This is an optimization exercise on Yosys and OpenROAD, whose aim is small area, a short achievable clock period and few clock cycles, not a production implementation.
Function was checked by simulation only, so behaviour that the tests miss may differ from the original.

==> flow/design.v, too long to show whole: its modules and the start of the top module <==
// module HAMMING_IP: 66 lines
// module MDC: 1991 lines
module MDC(clk, rst_n, in_valid, in_data, in_mode, out_valid, out_data);
  // ...
==> flow/flow/run.sh <==
#!/bin/bash
set -euo pipefail
bash standard.sh SETUP_SLACK_MARGIN=7 TNS_END_PERCENT=25 \
  "BUFFER_PORTS_ARGS=-buffer_cell sky130_fd_sc_hd__buf_2" finish > standard.log 2>&1
==> flow/standard.sh <==
#!/bin/bash
# synth_recipe.tcl (not shown) runs the flow's synth.tcl, then flattens the netlist and writes it again
# the make line also repeats each setting of config.mk as NAME=value (left out here)
make -C /OpenROAD-flow-scripts/flow DESIGN_CONFIG=/design/flow/config.mk WORK_HOME=/design/flow/orfs CLKGATE_MAP_FILE= SYNTH_SCRIPT=/design/flow/synth_recipe.tcl "${@:-finish}"
==> flow/config.mk <==
export PLATFORM = sky130hd
export DESIGN_NAME = MDC
export DESIGN_NICKNAME = MDC
export VERILOG_FILES = /design/flow/design.v
export SDC_FILE = /design/flow/constraint.sdc
export NUM_CORES = 4
export LEC_CHECK = 0
export CAP_MARGIN = 20
export CORE_MARGIN = 2
export CORE_UTILIZATION = 45
export SLEW_MARGIN = 20
==> flow/constraint.sdc <==
create_clock -name core_clock -period 11.0 [get_ports {clk}]
set_input_delay 2.2000 -clock core_clock [delete_from_list [all_inputs] [get_ports {clk}]]
set_output_delay 2.2000 -clock core_clock [all_outputs]
set_load 0.01 [all_outputs]
==> metrics.md, run 1 <==
| Metric | Value |
|---|---|
| Largest net degree at the start of global routing | `66` |
| Number of remaining DRC errors | `0` |
| Synth Area in Adders | `0.210` |
| Non-CTS buffers | `403` |
| Setup WS post-layout | `6500 ps` |
| Grt met1 use | `0.488` |
| Worst-path clk slew | `60 ps` |
| Post-DP HPWL | `202 mm` |
| Reg2Reg Depth | `13` |
| Data buffer area share | `0.0385` |
| CP Max Fanout | `2` |
| Cell Area, Synth | `60,300 sq um` |
| Max Clock Freq | `0.222 GHz` |
| Max Slew Vio Count | `0` |
| Rows | `134` |
| Taps Inserted | `1,768` |
| Largest family of logic cells by synthesized area | `adder cells` |
| Multi-input logic area | `35,700 sq um` |
| Starting DRT DRC Count | `7,622` |
| Post-synth EDFFs | `367` |
| Post-synth top cells | `inv_1 (701), a22oi_1 (664), nand2_1 (605)` |
| Final hold slack | `472 ps` |
| Fraction of area in multi-input gates | `0.530` |
| Crit path DAT | `2300 ps` |
| First-pass GRT wire length | `379 mm` |
| Status | `timing/DRC/antenna clean` |
| Period utilization | `0.409` |
| Levels on crit path | `3` |
| Fin area | `67,400 sq um` |
| Synth top area cells | `edfxtp_1 (18%), fa_1 (16%), dfxtp_1 (14%)` |
| Filler instances | `12,400` |
| Diodes inserted | `12` |
| Post-synthesis mux area share | `0.0105` |
Testbench counts, summed over its fixed seeds: cycles 30,937.
==> inputs of run 2 (changes only) <==
--- a/flow/design.v
+++ b/flow/design.v
@@ -2028,30 +2028,230 @@
       (cyc == 5'd14 && m4) ||
       (cyc == 5'd15 && m4);
   we_b3_U2_b3 <= (cyc == 5'd13 && m3);
   we_bx_U0_det <= (cyc == 5'd14 && m4) ||
       (cyc == 5'd15 && m4) ||
       (cyc == 5'd16 && m4) ||
       (cyc == 5'd17 && m4);
 end
-function [22:0] sx23(input [21:0] v); sx23 = {v[21], v}; endfunction
-function [50:0] sx51(input [32:0] v); sx51 = {{18{v[32]}}, v}; endfunction
-wire [206:0] o2 = {sx23(m01[21:0]), sx23(m12[21:0]), sx23(m23[21:0]), sx23(m02[21:0]), sx23(m13[21:0]), sx23(m03[21:0]), sx23(b0[21:0]), sx23(b1[21:0]), sx23(b2[21:0])};
-wire [206:0] o3 = {3'b000, sx51(b0), sx51(b3), sx51(b1), sx51(b2)};
-wire [206:0] o4 = {{161{det[45]}}, det};
-assign out_data[11:0] = ({12{oe2[0]}} & o2[11:0]) | ({12{oe3[0]}} & o3[11:0]) | ({12{oe4[0]}} & o4[11:0]);
-assign out_data[24:12] = ({13{oe2[1]}} & o2[24:12]) | ({13{oe3[1]}} & o3[24:12]) | ({13{oe4[1]}} & o4[24:12]);
-assign out_data[37:25] = ({13{oe2[2]}} & o2[37:25]) | ({13{oe3[2]}} & o3[37:25]) | ({13{oe4[2]}} & o4[37:25]);
-assign out_data[50:38] = ({13{oe2[3]}} & o2[50:38]) | ({13{oe3[3]}} & o3[50:38]) | ({13{oe4[3]}} & o4[50:38]);
-assign out_data[63:51] = ({13{oe2[4]}} & o2[63:51]) | ({13{oe3[4]}} & o3[63:51]) | ({13{oe4[4]}} & o4[63:51]);
-assign out_data[76:64] = ({13{oe2[5]}} & o2[76:64]) | ({13{oe3[5]}} & o3[76:64]) | ({13{oe4[5]}} & o4[76:64]);
-assign out_data[89:77] = ({13{oe2[6]}} & o2[89:77]) | ({13{oe3[6]}} & o3[89:77]) | ({13{oe4[6]}} & o4[89:77]);
-assign out_data[102:90] = ({13{oe2[7]}} & o2[102:90]) | ({13{oe3[7]}} & o3[102:90]) | ({13{oe4[7]}} & o4[102:90]);
-assign out_data[115:103] = ({13{oe2[8]}} & o2[115:103]) | ({13{oe3[8]}} & o3[115:103]) | ({13{oe4[8]}} & o4[115:103]);
-assign out_data[128:116] = ({13{oe2[9]}} & o2[128:116]) | ({13{oe3[9]}} & o3[128:116]) | ({13{oe4[9]}} & o4[128:116]);
-assign out_data[141:129] = ({13{oe2[10]}} & o2[141:129]) | ({13{oe3[10]}} & o3[141:129]) | ({13{oe4[10]}} & o4[141:129]);
-assign out_data[154:142] = ({13{oe2[11]}} & o2[154:142]) | ({13{oe3[11]}} & o3[154:142]) | ({13{oe4[11]}} & o4[154:142]);
-assign out_data[167:155] = ({13{oe2[12]}} & o2[167:155]) | ({13{oe3[12]}} & o3[167:155]) | ({13{oe4[12]}} & o4[167:155]);
-assign out_data[180:168] = ({13{oe2[13]}} & o2[180:168]) | ({13{oe3[13]}} & o3[180:168]) | ({13{oe4[13]}} & o4[180:168]);
-assign out_data[193:181] = ({13{oe2[14]}} & o2[193:181]) | ({13{oe3[14]}} & o3[193:181]) | ({13{oe4[14]}} & o4[193:181]);
-assign out_data[206:194] = ({13{oe2[15]}} & o2[206:194]) | ({13{oe3[15]}} & o3[206:194]) | ({13{oe4[15]}} & o4[206:194]);
+reg s4a, s4b;       
+reg [3:0] s3;       
+always @(posedge clk or negedge rst_n) begin
+  if (!rst_n) begin
+    s4a <= 1'b0; s4b <= 1'b0; s3 <= 4'd0;
+  end else begin
+    s4a <= (cyc == 5'd18) && m4 && U0_Y[45];
+    s4b <= (cyc == 5'd18) && m4 && U0_Y[44];
+    s3[3] <= (cyc == 5'd17) && m3 && b0[32];
+    s3[2] <= (cyc == 5'd17) && m3 && U0_Y[32];
+    s3[1] <= (cyc == 5'd17) && m3 && b1[32];
+    s3[0] <= (cyc == 5'd17) && m3 && U2_Y[32];
+  end
+end
+assign out_data[0] = (oe2[0] & b2[0]) | (oe3[0] & b2[0]) | (oe4[0] & det[0]);
+assign out_data[1] = (oe2[0] & b2[1]) | (oe3[0] & b2[1]) | (oe4[0] & det[1]);
+assign out_data[2] = (oe2[0] & b2[2]) | (oe3[0] & b2[2]) | (oe4[0] & det[2]);
+assign out_data[3] = (oe2[0] & b2[3]) | (oe3[0] & b2[3]) | (oe4[0] & det[3]);
+assign out_data[4] = (oe2[0] & b2[4]) | (oe3[0] & b2[4]) | (oe4[0] & det[4]);
+assign out_data[5] = (oe2[0] & b2[5]) | (oe3[0] & b2[5]) | (oe4[0] & det[5]);
+assign out_data[6] = (oe2[0] & b2[6]) | (oe3[0] & b2[6]) | (oe4[0] & det[6]);
+assign out_data[7] = (oe2[0] & b2[7]) | (oe3[0] & b2[7]) | (oe4[0] & det[7]);
+assign out_data[8] = (oe2[0] & b2[8]) | (oe3[0] & b2[8]) | (oe4[0] & det[8]);
+assign out_data[9] = (oe2[0] & b2[9]) | (oe3[0] & b2[9]) | (oe4[0] & det[9]);
+assign out_data[10] = (oe2[0] & b2[10]) | (oe3[0] & b2[10]) | (oe4[0] & det[10]);
+assign out_data[11] = (oe2[0] & b2[11]) | (oe3[0] & b2[11]) | (oe4[0] & det[11]);
+assign out_data[12] = (oe2[1] & b2[12]) | (oe3[1] & b2[12]) | (oe4[1] & det[12]);
+assign out_data[13] = (oe2[1] & b2[13]) | (oe3[1] & b2[13]) | (oe4[1] & det[13]);
+assign out_data[14] = (oe2[1] & b2[14]) | (oe3[1] & b2[14]) | (oe4[1] & det[14]);
+assign out_data[15] = (oe2[1] & b2[15]) | (oe3[1] & b2[15]) | (oe4[1] & det[15]);
+assign out_data[16] = (oe2[1] & b2[16]) | (oe3[1] & b2[16]) | (oe4[1] & det[16]);
+assign out_data[17] = (oe2[1] & b2[17]) | (oe3[1] & b2[17]) | (oe4[1] & det[17]);
+assign out_data[18] = (oe2[1] & b2[18]) | (oe3[1] & b2[18]) | (oe4[1] & det[18]);
+assign out_data[19] = (oe2[1] & b2[19]) | (oe3[1] & b2[19]) | (oe4[1] & det[19]);
+assign out_data[20] = (oe2[1] & b2[20]) | (oe3[1] & b2[20]) | (oe4[1] & det[20]);
+assign out_data[21] = (oe2[1] & b2[21]) | (oe3[1] & b2[21]) | (oe4[1] & det[21]);
+assign out_data[22] = (oe2[1] & b2[21]) | (oe3[1] & b2[22]) | (oe4[1] & det[22]);
+assign out_data[23] = (oe2[1] & b1[0]) | (oe3[1] & b2[23]) | (oe4[1] & det[23]);
+assign out_data[24] = (oe2[1] & b1[1]) | (oe3[1] & b2[24]) | (oe4[1] & det[24]);
+assign out_data[25] = (oe2[2] & b1[2]) | (oe3[2] & b2[25]) | (oe4[2] & det[25]);
+assign out_data[26] = (oe2[2] & b1[3]) | (oe3[2] & b2[26]) | (oe4[2] & det[26]);
+assign out_data[27] = (oe2[2] & b1[4]) | (oe3[2] & b2[27]) | (oe4[2] & det[27]);
+assign out_data[28] = (oe2[2] & b1[5]) | (oe3[2] & b2[28]) | (oe4[2] & det[28]);
+assign out_data[29] = (oe2[2] & b1[6]) | (oe3[2] & b2[29]) | (oe4[2] & det[29]);
+assign out_data[30] = (oe2[2] & b1[7]) | (oe3[2] & b2[30]) | (oe4[2] & det[30]);
+assign out_data[31] = (oe2[2] & b1[8]) | (oe3[2] & b2[31]) | (oe4[2] & det[31]);
+assign out_data[32] = (oe2[2] & b1[9]) | (oe3[2] & b2[32]) | (oe4[2] & det[32]);
+assign out_data[33] = (oe2[2] & b1[10]) | s3[0] | (oe4[2] & det[33]);
+assign out_data[34] = (oe2[2] & b1[11]) | s3[0] | (oe4[2] & det[34]);
+assign out_data[35] = (oe2[2] & b1[12]) | s3[0] | (oe4[2] & det[35]);
+assign out_data[36] = (oe2[2] & b1[13]) | s3[0] | (oe4[2] & det[36]);
+assign out_data[37] = (oe2[2] & b1[14]) | s3[0] | (oe4[2] & det[37]);
+assign out_data[38] = (oe2[3] & b1[15]) | s3[0] | (oe4[3] & det[38]);
+assign out_data[39] = (oe2[3] & b1[16]) | s3[0] | (oe4[3] & det[39]);
+assign out_data[40] = (oe2[3] & b1[17]) | s3[0] | (oe4[3] & det[40]);
+assign out_data[41] = (oe2[3] & b1[18]) | s3[0] | (oe4[3] & det[41]);
+assign out_data[42] = (oe2[3] & b1[19]) | s3[0] | (oe4[3] & det[42]);
+assign out_data[43] = (oe2[3] & b1[20]) | s3[0] | (oe4[3] & det[43]);
+assign out_data[44] = (oe2[3] & b1[21]) | s3[0] | (oe4[3] & det[44]);
+assign out_data[45] = (oe2[3] & b1[21]) | s3[0] | (oe4[3] & det[45]);
+assign out_data[46] = (oe2[3] & b0[0]) | s3[0] | s4b;
+assign out_data[47] = (oe2[3] & b0[1]) | s3[0] | s4a;
+assign out_data[48] = (oe2[3] & b0[2]) | s3[0] | s4b;
+assign out_data[49] = (oe2[3] & b0[3]) | s3[0] | s4a;
+assign out_data[50] = (oe2[3] & b0[4]) | s3[0] | s4b;
+assign out_data[51] = (oe2[4] & b0[5]) | (oe3[4] & b1[0]) | s4a;
+assign out_data[52] = (oe2[4] & b0[6]) | (oe3[4] & b1[1]) | s4b;
+assign out_data[53] = (oe2[4] & b0[7]) | (oe3[4] & b1[2]) | s4a;
+assign out_data[54] = (oe2[4] & b0[8]) | (oe3[4] & b1[3]) | s4b;
+assign out_data[55] = (oe2[4] & b0[9]) | (oe3[4] & b1[4]) | s4a;
+assign out_data[56] = (oe2[4] & b0[10]) | (oe3[4] & b1[5]) | s4b;
+assign out_data[57] = (oe2[4] & b0[11]) | (oe3[4] & b1[6]) | s4a;
+assign out_data[58] = (oe2[4] & b0[12]) | (oe3[4] & b1[7]) | s4b;
+assign out_data[59] = (oe2[4] & b0[13]) | (oe3[4] & b1[8]) | s4a;
+assign out_data[60] = (oe2[4] & b0[14]) | (oe3[4] & b1[9]) | s4b;
+assign out_data[61] = (oe2[4] & b0[15]) | (oe3[4] & b1[10]) | s4a;
+assign out_data[62] = (oe2[4] & b0[16]) | (oe3[4] & b1[11]) | s4b;
+assign out_data[63] = (oe2[4] & b0[17]) | (oe3[4] & b1[12]) | s4a;
+assign out_data[64] = (oe2[5] & b0[18]) | (oe3[5] & b1[13]) | s4b;
+assign out_data[65] = (oe2[5] & b0[19]) | (oe3[5] & b1[14]) | s4a;
+assign out_data[66] = (oe2[5] & b0[20]) | (oe3[5] & b1[15]) | s4b;
+assign out_data[67] = (oe2[5] & b0[21]) | (oe3[5] & b1[16]) | s4a;
+assign out_data[68] = (oe2[5] & b0[21]) | (oe3[5] & b1[17]) | s4b;
+assign out_data[69] = (oe2[5] & m03[0]) | (oe3[5] & b1[18]) | s4a;
+assign out_data[70] = (oe2[5] & m03[1]) | (oe3[5] & b1[19]) | s4b;
+assign out_data[71] = (oe2[5] & m03[2]) | (oe3[5] & b1[20]) | s4a;
+assign out_data[72] = (oe2[5] & m03[3]) | (oe3[5] & b1[21]) | s4b;
+assign out_data[73] = (oe2[5] & m03[4]) | (oe3[5] & b1[22]) | s4a;
+assign out_data[74] = (oe2[5] & m03[5]) | (oe3[5] & b1[23]) | s4b;
+assign out_data[75] = (oe2[5] & m03[6]) | (oe3[5] & b1[24]) | s4a;
+assign out_data[76] = (oe2[5] & m03[7]) | (oe3[5] & b1[25]) | s4b;
+assign out_data[77] = (oe2[6] & m03[8]) | (oe3[6] & b1[26]) | s4a;
+assign out_data[78] = (oe2[6] & m03[9]) | (oe3[6] & b1[27]) | s4b;
+assign out_data[79] = (oe2[6] & m03[10]) | (oe3[6] & b1[28]) | s4a;
+assign out_data[80] = (oe2[6] & m03[11]) | (oe3[6] & b1[29]) | s4b;
+assign out_data[81] = (oe2[6] & m03[12]) | (oe3[6] & b1[30]) | s4a;
+assign out_data[82] = (oe2[6] & m03[13]) | (oe3[6] & b1[31]) | s4b;
+assign out_data[83] = (oe2[6] & m03[14]) | (oe3[6] & b1[32]) | s4a;
+assign out_data[84] = (oe2[6] & m03[15]) | s3[1] | s4b;
+assign out_data[85] = (oe2[6] & m03[16]) | s3[1] | s4a;
+assign out_data[86] = (oe2[6] & m03[17]) | s3[1] | s4b;
+assign out_data[87] = (oe2[6] & m03[18]) | s3[1] | s4a;
+assign out_data[88] = (oe2[6] & m03[19]) | s3[1] | s4b;
+assign out_data[89] = (oe2[6] & m03[20]) | s3[1] | s4a;
+assign out_data[90] = (oe2[7] & m03[21]) | s3[1] | s4b;
+assign out_data[91] = (oe2[7] & m03[21]) | s3[1] | s4a;
+assign out_data[92] = (oe2[7] & m13[0]) | s3[1] | s4b;
+assign out_data[93] = (oe2[7] & m13[1]) | s3[1] | s4a;
+assign out_data[94] = (oe2[7] & m13[2]) | s3[1] | s4b;
+assign out_data[95] = (oe2[7] & m13[3]) | s3[1] | s4a;
+assign out_data[96] = (oe2[7] & m13[4]) | s3[1] | s4b;
+assign out_data[97] = (oe2[7] & m13[5]) | s3[1] | s4a;
+assign out_data[98] = (oe2[7] & m13[6]) | s3[1] | s4b;
+assign out_data[99] = (oe2[7] & m13[7]) | s3[1] | s4a;
+assign out_data[100] = (oe2[7] & m13[8]) | s3[1] | s4b;
+assign out_data[101] = (oe2[7] & m13[9]) | s3[1] | s4a;
+assign out_data[102] = (oe2[7] & m13[10]) | (oe3[7] & b3[0]) | s4b;
+assign out_data[103] = (oe2[8] & m13[11]) | (oe3[8] & b3[1]) | s4a;
+assign out_data[104] = (oe2[8] & m13[12]) | (oe3[8] & b3[2]) | s4b;
+assign out_data[105] = (oe2[8] & m13[13]) | (oe3[8] & b3[3]) | s4a;
+assign out_data[106] = (oe2[8] & m13[14]) | (oe3[8] & b3[4]) | s4b;
+assign out_data[107] = (oe2[8] & m13[15]) | (oe3[8] & b3[5]) | s4a;
+assign out_data[108] = (oe2[8] & m13[16]) | (oe3[8] & b3[6]) | s4b;
+assign out_data[109] = (oe2[8] & m13[17]) | (oe3[8] & b3[7]) | s4a;
+assign out_data[110] = (oe2[8] & m13[18]) | (oe3[8] & b3[8]) | s4b;
+assign out_data[111] = (oe2[8] & m13[19]) | (oe3[8] & b3[9]) | s4a;
+assign out_data[112] = (oe2[8] & m13[20]) | (oe3[8] & b3[10]) | s4b;
+assign out_data[113] = (oe2[8] & m13[21]) | (oe3[8] & b3[11]) | s4a;
+assign out_data[114] = (oe2[8] & m13[21]) | (oe3[8] & b3[12]) | s4b;
+assign out_data[115] = (oe2[8] & m02[0]) | (oe3[8] & b3[13]) | s4a;
+assign out_data[116] = (oe2[9] & m02[1]) | (oe3[9] & b3[14]) | s4b;
+assign out_data[117] = (oe2[9] & m02[2]) | (oe3[9] & b3[15]) | s4a;
+assign out_data[118] = (oe2[9] & m02[3]) | (oe3[9] & b3[16]) | s4b;
+assign out_data[119] = (oe2[9] & m02[4]) | (oe3[9] & b3[17]) | s4a;
+assign out_data[120] = (oe2[9] & m02[5]) | (oe3[9] & b3[18]) | s4b;
+assign out_data[121] = (oe2[9] & m02[6]) | (oe3[9] & b3[19]) | s4a;
+assign out_data[122] = (oe2[9] & m02[7]) | (oe3[9] & b3[20]) | s4b;
+assign out_data[123] = (oe2[9] & m02[8]) | (oe3[9] & b3[21]) | s4a;
+assign out_data[124] = (oe2[9] & m02[9]) | (oe3[9] & b3[22]) | s4b;
+assign out_data[125] = (oe2[9] & m02[10]) | (oe3[9] & b3[23]) | s4a;
+assign out_data[126] = (oe2[9] & m02[11]) | (oe3[9] & b3[24]) | s4b;
+assign out_data[127] = (oe2[9] & m02[12]) | (oe3[9] & b3[25]) | s4a;
+assign out_data[128] = (oe2[9] & m02[13]) | (oe3[9] & b3[26]) | s4b;
+assign out_data[129] = (oe2[10] & m02[14]) | (oe3[10] & b3[27]) | s4a;
+assign out_data[130] = (oe2[10] & m02[15]) | (oe3[10] & b3[28]) | s4b;
+assign out_data[131] = (oe2[10] & m02[16]) | (oe3[10] & b3[29]) | s4a;
+assign out_data[132] = (oe2[10] & m02[17]) | (oe3[10] & b3[30]) | s4b;
+assign out_data[133] = (oe2[10] & m02[18]) | (oe3[10] & b3[31]) | s4a;
+assign out_data[134] = (oe2[10] & m02[19]) | (oe3[10] & b3[32]) | s4b;
+assign out_data[135] = (oe2[10] & m02[20]) | s3[2] | s4a;
+assign out_data[136] = (oe2[10] & m02[21]) | s3[2] | s4b;
+assign out_data[137] = (oe2[10] & m02[21]) | s3[2] | s4a;
+assign out_data[138] = (oe2[10] & m23[0]) | s3[2] | s4b;
+assign out_data[139] = (oe2[10] & m23[1]) | s3[2] | s4a;
+assign out_data[140] = (oe2[10] & m23[2]) | s3[2] | s4b;
+assign out_data[141] = (oe2[10] & m23[3]) | s3[2] | s4a;
+assign out_data[142] = (oe2[11] & m23[4]) | s3[2] | s4b;
+assign out_data[143] = (oe2[11] & m23[5]) | s3[2] | s4a;
+assign out_data[144] = (oe2[11] & m23[6]) | s3[2] | s4b;
+assign out_data[145] = (oe2[11] & m23[7]) | s3[2] | s4a;
+assign out_data[146] = (oe2[11] & m23[8]) | s3[2] | s4b;
+assign out_data[147] = (oe2[11] & m23[9]) | s3[2] | s4a;
+assign out_data[148] = (oe2[11] & m23[10]) | s3[2] | s4b;
+assign out_data[149] = (oe2[11] & m23[11]) | s3[2] | s4a;
+assign out_data[150] = (oe2[11] & m23[12]) | s3[2] | s4b;
+assign out_data[151] = (oe2[11] & m23[13]) | s3[2] | s4a;
+assign out_data[152] = (oe2[11] & m23[14]) | s3[2] | s4b;
+assign out_data[153] = (oe2[11] & m23[15]) | (oe3[11] & b0[0]) | s4a;
+assign out_data[154] = (oe2[11] & m23[16]) | (oe3[11] & b0[1]) | s4b;
+assign out_data[155] = (oe2[12] & m23[17]) | (oe3[12] & b0[2]) | s4a;
+assign out_data[156] = (oe2[12] & m23[18]) | (oe3[12] & b0[3]) | s4b;
+assign out_data[157] = (oe2[12] & m23[19]) | (oe3[12] & b0[4]) | s4a;
+assign out_data[158] = (oe2[12] & m23[20]) | (oe3[12] & b0[5]) | s4b;
+assign out_data[159] = (oe2[12] & m23[21]) | (oe3[12] & b0[6]) | s4a;
+assign out_data[160] = (oe2[12] & m23[21]) | (oe3[12] & b0[7]) | s4b;
+assign out_data[161] = (oe2[12] & m12[0]) | (oe3[12] & b0[8]) | s4a;
+assign out_data[162] = (oe2[12] & m12[1]) | (oe3[12] & b0[9]) | s4b;
+assign out_data[163] = (oe2[12] & m12[2]) | (oe3[12] & b0[10]) | s4a;
+assign out_data[164] = (oe2[12] & m12[3]) | (oe3[12] & b0[11]) | s4b;
+assign out_data[165] = (oe2[12] & m12[4]) | (oe3[12] & b0[12]) | s4a;
+assign out_data[166] = (oe2[12] & m12[5]) | (oe3[12] & b0[13]) | s4b;
+assign out_data[167] = (oe2[12] & m12[6]) | (oe3[12] & b0[14]) | s4a;
+assign out_data[168] = (oe2[13] & m12[7]) | (oe3[13] & b0[15]) | s4b;
+assign out_data[169] = (oe2[13] & m12[8]) | (oe3[13] & b0[16]) | s4a;
+assign out_data[170] = (oe2[13] & m12[9]) | (oe3[13] & b0[17]) | s4b;
+assign out_data[171] = (oe2[13] & m12[10]) | (oe3[13] & b0[18]) | s4a;
+assign out_data[172] = (oe2[13] & m12[11]) | (oe3[13] & b0[19]) | s4b;
+assign out_data[173] = (oe2[13] & m12[12]) | (oe3[13] & b0[20]) | s4a;
+assign out_data[174] = (oe2[13] & m12[13]) | (oe3[13] & b0[21]) | s4b;
+assign out_data[175] = (oe2[13] & m12[14]) | (oe3[13] & b0[22]) | s4a;
+assign out_data[176] = (oe2[13] & m12[15]) | (oe3[13] & b0[23]) | s4b;
+assign out_data[177] = (oe2[13] & m12[16]) | (oe3[13] & b0[24]) | s4a;
+assign out_data[178] = (oe2[13] & m12[17]) | (oe3[13] & b0[25]) | s4b;
+assign out_data[179] = (oe2[13] & m12[18]) | (oe3[13] & b0[26]) | s4a;
+assign out_data[180] = (oe2[13] & m12[19]) | (oe3[13] & b0[27]) | s4b;
+assign out_data[181] = (oe2[14] & m12[20]) | (oe3[14] & b0[28]) | s4a;
+assign out_data[182] = (oe2[14] & m12[21]) | (oe3[14] & b0[29]) | s4b;
+assign out_data[183] = (oe2[14] & m12[21]) | (oe3[14] & b0[30]) | s4a;
+assign out_data[184] = (oe2[14] & m01[0]) | (oe3[14] & b0[31]) | s4b;
+assign out_data[185] = (oe2[14] & m01[1]) | (oe3[14] & b0[32]) | s4a;
+assign out_data[186] = (oe2[14] & m01[2]) | s3[3] | s4b;
+assign out_data[187] = (oe2[14] & m01[3]) | s3[3] | s4a;
+assign out_data[188] = (oe2[14] & m01[4]) | s3[3] | s4b;
+assign out_data[189] = (oe2[14] & m01[5]) | s3[3] | s4a;
+assign out_data[190] = (oe2[14] & m01[6]) | s3[3] | s4b;
+assign out_data[191] = (oe2[14] & m01[7]) | s3[3] | s4a;
+assign out_data[192] = (oe2[14] & m01[8]) | s3[3] | s4b;
+assign out_data[193] = (oe2[14] & m01[9]) | s3[3] | s4a;
+assign out_data[194] = (oe2[15] & m01[10]) | s3[3] | s4b;
+assign out_data[195] = (oe2[15] & m01[11]) | s3[3] | s4a;
+assign out_data[196] = (oe2[15] & m01[12]) | s3[3] | s4b;
+assign out_data[197] = (oe2[15] & m01[13]) | s3[3] | s4a;
+assign out_data[198] = (oe2[15] & m01[14]) | s3[3] | s4b;
+assign out_data[199] = (oe2[15] & m01[15]) | s3[3] | s4a;
+assign out_data[200] = (oe2[15] & m01[16]) | s3[3] | s4b;
+assign out_data[201] = (oe2[15] & m01[17]) | s3[3] | s4a;
+assign out_data[202] = (oe2[15] & m01[18]) | s3[3] | s4b;
+assign out_data[203] = (oe2[15] & m01[19]) | s3[3] | s4a;
+assign out_data[204] = (oe2[15] & m01[20]) | s4b;
+assign out_data[205] = (oe2[15] & m01[21]) | s4a;
+assign out_data[206] = (oe2[15] & m01[21]) | s4b;
 endmodule
==> metrics.md, run 2 <==
| Metric | Value |
|---|---|
| CP max stage cell | `a222oi_1 (unchanged)` |
| Crit path from | `b1[3] (was m13[10])` |
| Clk latency of the worst-skew pair | `740 ps (was 750 ps)` |
| Status | `timing/DRC/antenna clean (unchanged)` |
| Number of remaining DRC errors | `0 (unchanged)` |
| Final core utilization | `0.509 (was 0.506)` |
| Period utilization | `0.439 (was 0.409)` |
| Worst R2R Start | `U1_S[1] (was U2_S[0])` |
| CTS Buf Count | `96 (was 98)` |
| Most numerous cell in the Yosys netlist | `inv_1 (unchanged)` |
| Initial antenna violation count | `25 (was 17)` |
| Nets | `6,772 (was 6,860)` |
| Routed Antenna Nets | `0 (unchanged)` |
| Crit path cell chain | `buf_6, a222oi_1, inv_1, buf_2 (was a222oi_1, inv_1, buf_6)` |
| Post-synth EDFFs | `367 (unchanged)` |
| Post-Place Cells | `7,622 (was 7,744)` |
| Biggest regs | `U0_C (46), U0_S (46) (unchanged)` |
| H-tree Lvls | `3 (unchanged)` |
| Post-DP HPWL | `194 mm (was 202 mm)` |
| Die H | `369 microns (was 370 microns)` |
| Root buf cell | `clkbuf_16 (unchanged)` |
| Setup Viol. Count Final | `0 (unchanged)` |
| Clk_skew | `56.1 ps (was 52.8 ps)` |
| Share of the synthesized area in the top cell type | `0.184 (was 0.183)` |
| Syn Nets | `6,684 (was 6,798)` |
| Fraction of layout cells with a size suffix above 1 | `0.122 (was 0.121)` |
| Via count | `51,500 (was 51,400)` |
| Via density | `6.54 (was 6.43)` |
| CTS tree | `yes (unchanged)` |
| Most frequent cells in the layout | `inv_1 (719), a22oi_1 (590), fa_1 (496) (was inv_1 (701), a22oi_1 (649), nand2_1 (598))` |
| Worst-path clk slew | `60 ps (about the same)` |
| GR Util All Layers | `0.381 (was 0.390)` |
| Type of origin of the critical path | `flip-flop (unchanged)` |
| Hold/Removal Path Class | `flip-flop to flip-flop (unchanged)` |
| Post-Synthesis Cells | `5,944 (was 6,058)` |
| Rows | `133 (was 134)` |
| Sequential-to-total area share from yosys stat | `0.344 (about the same)` |
| CP Max Fanout | `2 (unchanged)` |
| Hold-fix buffers at CTS | `0 (unchanged)` |
| Port-buffer cells | `234 (unchanged)` |
| Worst reg-to-reg setup slack | `6670 ps (was 6610 ps)` |
| First-pass GRT wire length | `371 mm (was 379 mm)` |
| Starting DRT DRC Count | `9,140 (was 7,622)` |
| Data required time of the critical path | `8800 ps (about the same)` |
| Post-synth top cells | `inv_1 (719), a22oi_1 (590), nand2_1 (510) (was inv_1 (701), a22oi_1 (664), nand2_1 (605))` |
| Commonest non-fill, non-tap cell in the layout | `inv_1 (unchanged)` |
| Sink Count | `833 (was 839)` |
| Crit-path max cell delay | `1000 ps (was 680 ps)` |
| Starting Density | `0.454 (was 0.453)` |
| Ys flop type | `dfxtp_1 (unchanged)` |
| Die span in x | `369 microns (was 370 microns)` |
| Yosys reg bits | `833 (was 839)` |
| Crit path time final | `4830 ps (was 4500 ps)` |
| Synth top area cells | `edfxtp_1 (18%), fa_1 (17%), dfxtp_1 (14%) (was edfxtp_1 (18%), fa_1 (16%), dfxtp_1 (14%))` |
| Yosys cell types | `84 (was 86)` |
| Final wirelength | `264 mm (was 271 mm)` |
| Worst-Margin Slew | `1260 ps (was 1360 ps)` |
| Die outline area | `136,000 sq um (was 137,000 sq um)` |
| Crit path kind | `flip-flop to output pin (unchanged)` |
| Max-cap violations | `0 (unchanged)` |
| Max Clock Freq | `0.207 GHz (was 0.222 GHz)` |
| RSZ-0062 raised after global routing | `true (unchanged)` |
| Vias in the first global route | `49,600 (was 49,800)` |
| Final hold vios | `0 (unchanged)` |
| Async set or reset register ratio after synthesis | `0.0540 (was 0.0608)` |
| DR pass1 iterations | `13 (unchanged)` |
| Cell Area, Synth | `59,800 sq um (was 60,300 sq um)` |
| Filler instances | `12,100 (was 12,400)` |
| Setup TNS | `0 ps (unchanged)` |
| Clock Path Buffers | `3 (unchanged)` |
| Crit. End Element | `output pin (unchanged)` |
| Largest net degree at the start of global routing | `66 (unchanged)` |
| GPL Wtd Cong | `1.05 (about the same)` |
| Layout Cells excl Fill | `7,883 (was 7,986)` |
| Core Region | `132,000 sq um (was 133,000 sq um)` |
| Crit path capture | `out_data[26] (was out_data[102])` |
| Ports | `235 (unchanged)` |
| FF-to-FF End | `U2_B[19] (was b3[28])` |
| Syn Area/Cell | `10.1 sq um (was 9.96 sq um)` |
| Max Slew Vio Count | `0 (unchanged)` |
| Yosys warning count | `1 (unchanged)` |
| Slew headroom | `0.151 (was 0.0841)` |
| Remaining global-route overflow | `0 (unchanged)` |
| Reg2Reg Depth | `12 (was 13)` |
| Crit path DAT | `2630 ps (was 2300 ps)` |
| Area Overhead vs Synth | `12.2% (was 11.7%)` |
| Post-DR wirelength/cell | `33.5 microns (was 34.0 microns)` |
| Synth area leader | `edfxtp_1 (unchanged)` |
==> run 2: how the worst min path moves through the flow <==
| stage | depth (start not counted) | from | to | slack, ps |
|---|---|---|---|---|
| after floorplan | 1 | U0_C[0] | U0_C[0] | 440 |
| after global placement | 1 | U1_C[0] | U1_C[0] | 450 |
| after detailed placement | 1 | U2_C[0] | U2_C[0] | 460 |
| after CTS | 1 | U1_C[0] | U1_C[0] | 470 |
| after global routing | 1 | U0_C[0] | U0_C[0] | 480 |
| final | 1 | U1_C[0] | U1_C[0] | 470 |
==> run 2: layout make-up <==
| type | instances | area [sq um] | share of cell area |
|---|---|---|---|
| clock buffers | 135 | 2780 | 0.0414 |
| diodes | 12 | 30.0 | 0.000447 |
| inverters | 725 | 2720 | 0.0405 |
| repair buffers | 424 | 3080 | 0.0458 |
| clock inverters | 47 | 453 | 0.00675 |
| well taps | 1755 | 2200 | 0.0327 |
| multi-input cells | 3952 | 35200 | 0.525 |
| flip-flops and latches | 833 | 20600 | 0.307 |
==> run 2: routing by layer <==
layer / track usage / wire length [microns] / vias up
met2: 0.533 / 107000 / 4331
li1: - / - / 20800
met1: 0.484 / 96400 / 25500
met4: 0.200 / 17900 / 22
met5: 0.0153 / 659 / -
met3: 0.182 / 42900 / 905
==> run 2: logic make-up (layout without fill, tap and decap cells) <==
logic type / count (synthesis) / count (layout) / synth area share
other: 0 / 12 / 0
multiplexers: 49 / 49 / 0.00893
buffers and inverters: 1160 / 1331 / 0.0729
flip-flops: 833 / 833 / 0.344
AO/OA/AOI/OAI: 1447 / 1447 / 0.182
adder cells (fa/ha/maj): 714 / 714 / 0.211
AND/OR/NAND/NOR: 1077 / 1078 / 0.0835
XOR/XNOR: 664 / 664 / 0.0976
==> run 2: through the flow <==
| stage | worst slack (ps) | instance area, sq um | hold slack, ps |
|---|---|---|---|
| 2_1_floorplan | 6750 | 59900 | 439 |
| 6_report | 6170 | 67100 | 468 |
| 5_1_grt | 6300 | 67100 | 478 |
| 3_3_place_gp | 6130 | 62600 | 450 |
| 3_5_place_dp | 6120 | 62600 | 455 |
| 4_1_cts | 6400 | 66500 | 473 |
==> run 2: critical path: cells and delay by family (launching register included) <==
family / cells / cell delay, ps
buffers and inverters: 3 / 500
DFF: 1 / 390
AOI/OAI and AO/OA: 1 / 1000
==> run 2: timing repair <==
action,CTS,global route
cloned,4,7
endpoints found under the setup margin,214,286
setup buffers,27,29
pin swaps,19,22
gates resized for setup,87,52
Testbench counts of run 2, summed over its fixed seeds: cycles 30,937.

what the ideal ports hide:
No port has a modelled driver above. Below, the same layouts with a new extraction and two added sets of constraints.
Step 1 (the two cells are an assumption about what drives the block):
set clk [get_ports {clk}]
set_driving_cell -lib_cell sky130_fd_sc_hd__clkbuf_16 $clk
set_driving_cell -lib_cell sky130_fd_sc_hd__buf_2 [delete_from_list [all_inputs] $clk]
Step 2 also shifts input and output timing later by t, the mid clock arrival at the registers, as if the neighbouring blocks saw the same clock.
Three values: ideal, step 1, step 2; two values: the first two.
run | t (ns) | setup slack, ns | clock arrival spread, ns
run 1 | 0.811 | 6.496 / 6.413 / 6.172 | 0.054 / 0.053
run 2 | 0.801 | 6.172 / 6.087 / 6.220 | 0.057 / 0.057
After both steps every run listed still meets setup and hold. For run 1, which loses most, drivers alone change the setup slack by -0.083 ns; drivers and shift together by -0.324 ns.
